This design comes from an exercise in tuning for small area, a short achievable clock period and few clock cycles on the open sky130 flow, not from production work.
Only simulation tests tie the RTL to the original design; equivalence was not proved.
Power figures rest on the tool's default switching activity, not on a simulated workload.

==> flow/design.v (excerpt) <==
module elc3_core
(
    input   logic           clk,
    input   logic           reset,
    input   logic           run,
    input   logic           cont,
    input   logic           step,
    input   logic   [15:0]  start_pc,
    output  logic           halted,
    output  logic           paused,
    output  logic           invalid_op,
    output  logic   [15:0]  pc,
    output  logic   [15:0]  ir,
    output  logic   [15:0]  mem_addr,
    output  logic           mem_oe,
    output  logic           mem_we,
    output  logic   [15:0]  mem_wdata,
    input   logic   [15:0]  mem_rdata,
    input   logic   [7:0]   key_data,
    input   logic           key_valid,
    input   logic           disp_ready,
    output  logic           disp_we,
    output  logic   [7:0]   disp_data
);
clock: 10.0 ns
lec_check: 0
abc_area: 1
cap_margin: 20
core_margin: 2
core_utilization: 55
place_density: 0.72
slew_margin: 20
tns_end_percent: 0
standard.sh (not shown) runs the stock make flow with config.mk's settings and CLKGATE_MAP_FILE= SYNTH_SCRIPT=/design/flow/synth_recipe.tcl, a recipe that flattens the netlist after the stock synthesis.
==> flow/flow/run.sh <==
#!/bin/bash
set -euo pipefail
export SETUP_SLACK_MARGIN=5.6
export BUFFER_PORTS_ARGS="-buffer_cell sky130_fd_sc_hd__buf_2"
bash standard.sh > standard.log 2>&1
The starting point produced a clean layout.
Testbench counts at the start, summed over its fixed seeds: cycles 232,092.
Change:
==> flow/flow/run.sh (replaced) <==
#!/bin/bash
set -euo pipefail
export SETUP_SLACK_MARGIN=6.0
export BUFFER_PORTS_ARGS="-buffer_cell sky130_fd_sc_hd__buf_2"
bash standard.sh > standard.log 2>&1
- CORE_UTILIZATION: 55 -> 40
- PLACE_DENSITY: 0.72 -> 0.6
- TNS_END_PERCENT: 0 -> 100
After rerunning:
- critical path depth increases by 8
- core utilization decreases by 13 points
- routed wire length increases by 11%
- via count increases by 1.3%
- worst setup slack improves by 42 ps
- fmax increases by about 1%
- die area increases by 37%
Change:
==> flow/flow/run.sh (replaced) <==
#!/bin/bash
set -euo pipefail
export SETUP_SLACK_MARGIN=5.6
export BUFFER_PORTS_ARGS="-buffer_cell sky130_fd_sc_hd__buf_2"
bash standard.sh > standard.log 2>&1
- CORE_UTILIZATION: 40 -> 60
- PLACE_DENSITY: 0.6 -> 0.75
The new run completed without violations.
Synthesized area stays the same.
Clock-buffer cell count does not change.
Total power is lower by 7.2%.
Worst setup slack degrades by 68 ps.
Sequential cell count does not change.
Fmax is lower by 1.6%.
Die area is lower by 33%.
Wire length is lower by about 8%.
Final area is lower by about 5.6%.
Combinational power is lower by 10%.
Change:
- CORE_UTILIZATION: 60 -> 55
- GPL_TIMING_DRIVEN: unset -> 1
- PLACE_DENSITY: 0.75 -> 0.72
Wire length went down by 2.5%.
Fmax stays flat.
Cell area is lower by 2.0%.
Hold slack hardly moves.
Flip-flop and latch count stays the same.
Change:
- CORE_UTILIZATION: 55 -> 40
- CTS_BUF_LIST: unset -> sky130_fd_sc_hd__clkbuf_4
- GPL_TIMING_DRIVEN: 1 -> unset
- PLACE_DENSITY: 0.72 -> 0.6
Routed wire length is higher by 8.8%.
Worst hold slack improved by 8.3 ps.
Final cell count climbs by 8.7%.
Sequential power is about the same.
Count of clock-buffer cells in the layout climbs by 63.
Die area grows by 37%.
Area after synthesis stays the same.
Final area increases by 3.6%.
Change:
- CORE_UTILIZATION: 40 -> 55
- CTS_BUF_LIST: sky130_fd_sc_hd__clkbuf_4 -> unset
- CTS_CLUSTER_DIAMETER: unset -> 90
- CTS_CLUSTER_SIZE: unset -> 28
- PLACE_DENSITY: 0.6 -> 0.72
Effect:
- The changed run finished with timing, DRC and antenna clean
- area after synthesis is unchanged
- cell count goes down by 8.6%
- hold slack barely changes
- design area goes down by 4.6%
- setup slack got worse by 49 ps

========
oak:
Starting RTL as in the previous note.
Settings: LEC_CHECK=0, ABC_AREA=1, CAP_MARGIN=20, CORE_MARGIN=2, CORE_UTILIZATION=55, PLACE_DENSITY=0.72, SLEW_MARGIN=20, TNS_END_PERCENT=25; clock period 10.0 ns.
==> flow/flow/run.sh <==
#!/bin/bash
set -euo pipefail
export SETUP_SLACK_MARGIN=5.6
export BUFFER_PORTS_ARGS="-buffer_cell sky130_fd_sc_hd__buf_2"
bash standard.sh > standard.log 2>&1
Testbench counts of oak, summed over its fixed seeds: cycles 232,092.
Relative to oak, the following input files were edited for pine:
diff --git a/flow/config.mk b/flow/config.mk
--- a/flow/config.mk
+++ b/flow/config.mk
@@ -10,5 +10,5 @@
 export CORE_MARGIN = 2
-export CORE_UTILIZATION = 55
-export PLACE_DENSITY = 0.72
+export CORE_UTILIZATION = 40
+export PLACE_DENSITY = 0.6
 export SLEW_MARGIN = 20
-export TNS_END_PERCENT = 25
+export TNS_END_PERCENT = 100
--- outcome ---
- On worst voltage drop across the vdd grid, the higher figure sits with oak, not pine.
- Compared with oak, pine shows a higher part of the power in the clock network.
- Going from oak to pine, fraction of met1 tracks used by global routing now sits lower; logic depth of the worst path, buffers included now sits lower.
- Taking oak as the reference point, the worst hold slack of pine rises by 0.010 ns.
- Going from oak to pine, peak clock frequency supported by timing went up, count of clock-buffer cells in the layout went down, slack of the critical path went up, overall power of the completed layout went up.
Setup changes, pine to birch
diff --git a/flow/config.mk b/flow/config.mk
--- a/flow/config.mk
+++ b/flow/config.mk
@@ -10,4 +10,4 @@
 export CORE_MARGIN = 2
-export CORE_UTILIZATION = 40
-export PLACE_DENSITY = 0.6
+export CORE_UTILIZATION = 55
+export PLACE_DENSITY = 0.72
 export SLEW_MARGIN = 20
### Flow results
birch vs pine: clock buffer count from CTS down. [birch] overall track demand over capacity in global routing rose 7.2 points relative to pine. Footprint of the multi-input gates delta for birch relative to pine: about 2.8% lower. The die footprint of birch was superior to that of pine. Power of the clock network on birch is ahead of pine.
Edits applied to the flow inputs when going from birch to maple:
diff --git a/flow/config.mk b/flow/config.mk
--- a/flow/config.mk
+++ b/flow/config.mk
@@ -10,4 +10,4 @@
 export CORE_MARGIN = 2
-export CORE_UTILIZATION = 55
-export PLACE_DENSITY = 0.72
+export CORE_UTILIZATION = 70
+export PLACE_DENSITY = 0.85
 export SLEW_MARGIN = 20
[summary]
For maple, the slowest stage cell on the critical path was edfxtp_1, unlike birch, where it was nor3b_1. The setup slack of maple is smaller than that of birch. Compared to birch, maple was floorplanned on a smaller die. Cmp maple and birch / total internal power / lower: birch. maple ended up with a higher total wirelength of the detailed-routed design than birch did. maple vs. birch: ratio of cells with drive above 1 in the final layout shows an increase of 2.2 points; highest ir drop seen on vdd shows an increase of about 80%; worst-path maximum fanout shows a reduction of 3; last weighted congestion value of the routability-driven placer shows an increase of 0.018; total power after layout shows an increase of 5.0%. Site row count sits lower in maple than in birch. Of maple and birch, the lower routed wire length per instance belongs to birch.
### maple -> cedar
==> flow/flow/run.sh <==
#!/bin/bash
set -euo pipefail
export SETUP_SLACK_MARGIN=5.3
export BUFFER_PORTS_ARGS="-buffer_cell sky130_fd_sc_hd__buf_2"
bash standard.sh > standard.log 2>&1
diff --git a/flow/config.mk b/flow/config.mk
--- a/flow/config.mk
+++ b/flow/config.mk
@@ -10,4 +10,5 @@
 export CORE_MARGIN = 2
-export CORE_UTILIZATION = 70
-export PLACE_DENSITY = 0.85
+export CORE_UTILIZATION = 40
+export CTS_BUF_LIST = sky130_fd_sc_hd__clkbuf_4
+export PLACE_DENSITY = 0.6
 export SLEW_MARGIN = 20
[summary]
- Part of the power in combinational logic (lower): cedar
- Looking only at count of clock-buffer cells in the layout, and setting everything else aside, the lower value of cedar and maple goes to maple.
- Switching share of power: cedar vs maple down 0.32 points

-- separate check: timing with driven ports --
No port has a modelled driver above. Below, the same layouts with a new extraction and two added sets of constraints.
Step 1 assumes that a clkbuf_16 drives the clock port and a buf_2 every other input.
Step 2 times the ports against the registers' clock, not the clock port: input delays grow and output delays shrink by t, the midpoint of the rising clock arrivals with the driver on.
a / b / c = no drivers / after step 1 / after step 2; a / b = the first two.
run	t, ns	slack for setup (ns)	worst setup path after step 2	worst slew at a driven data input, ns
the first run of note 1	0.607	5.710 / 5.741 / 5.139	input to register	0.05
the second run of note 1	0.601	5.752 / 5.752 / 5.236	input to register	0.05
the third run of note 1	0.592	5.684 / 5.684 / 5.201	input to register	0.04
the fourth run of note 1	0.613	5.687 / 5.723 / 5.110	input to register	0.05
the fifth run of note 1	0.791	5.702 / 5.687 / 5.069	input to register	0.05
the sixth run of note 1	0.540	5.653 / 5.687 / 5.147	input to register	0.05
oak	0.613	5.687 / 5.723 / 5.110	input to register	0.05
pine	0.604	5.721 / 5.721 / 5.311	input to register	0.05
birch	0.613	5.687 / 5.723 / 5.110	input to register	0.05
maple	0.590	5.384 / 5.384 / 5.024	input to register	0.05
cedar	0.793	5.519 / 5.519 / 5.039	input to register	0.05
After both steps setup and hold are still met in every run listed. For the fifth run of note 1, which loses most, drivers alone change the setup slack by -0.015 ns; drivers and shift together by -0.633 ns.
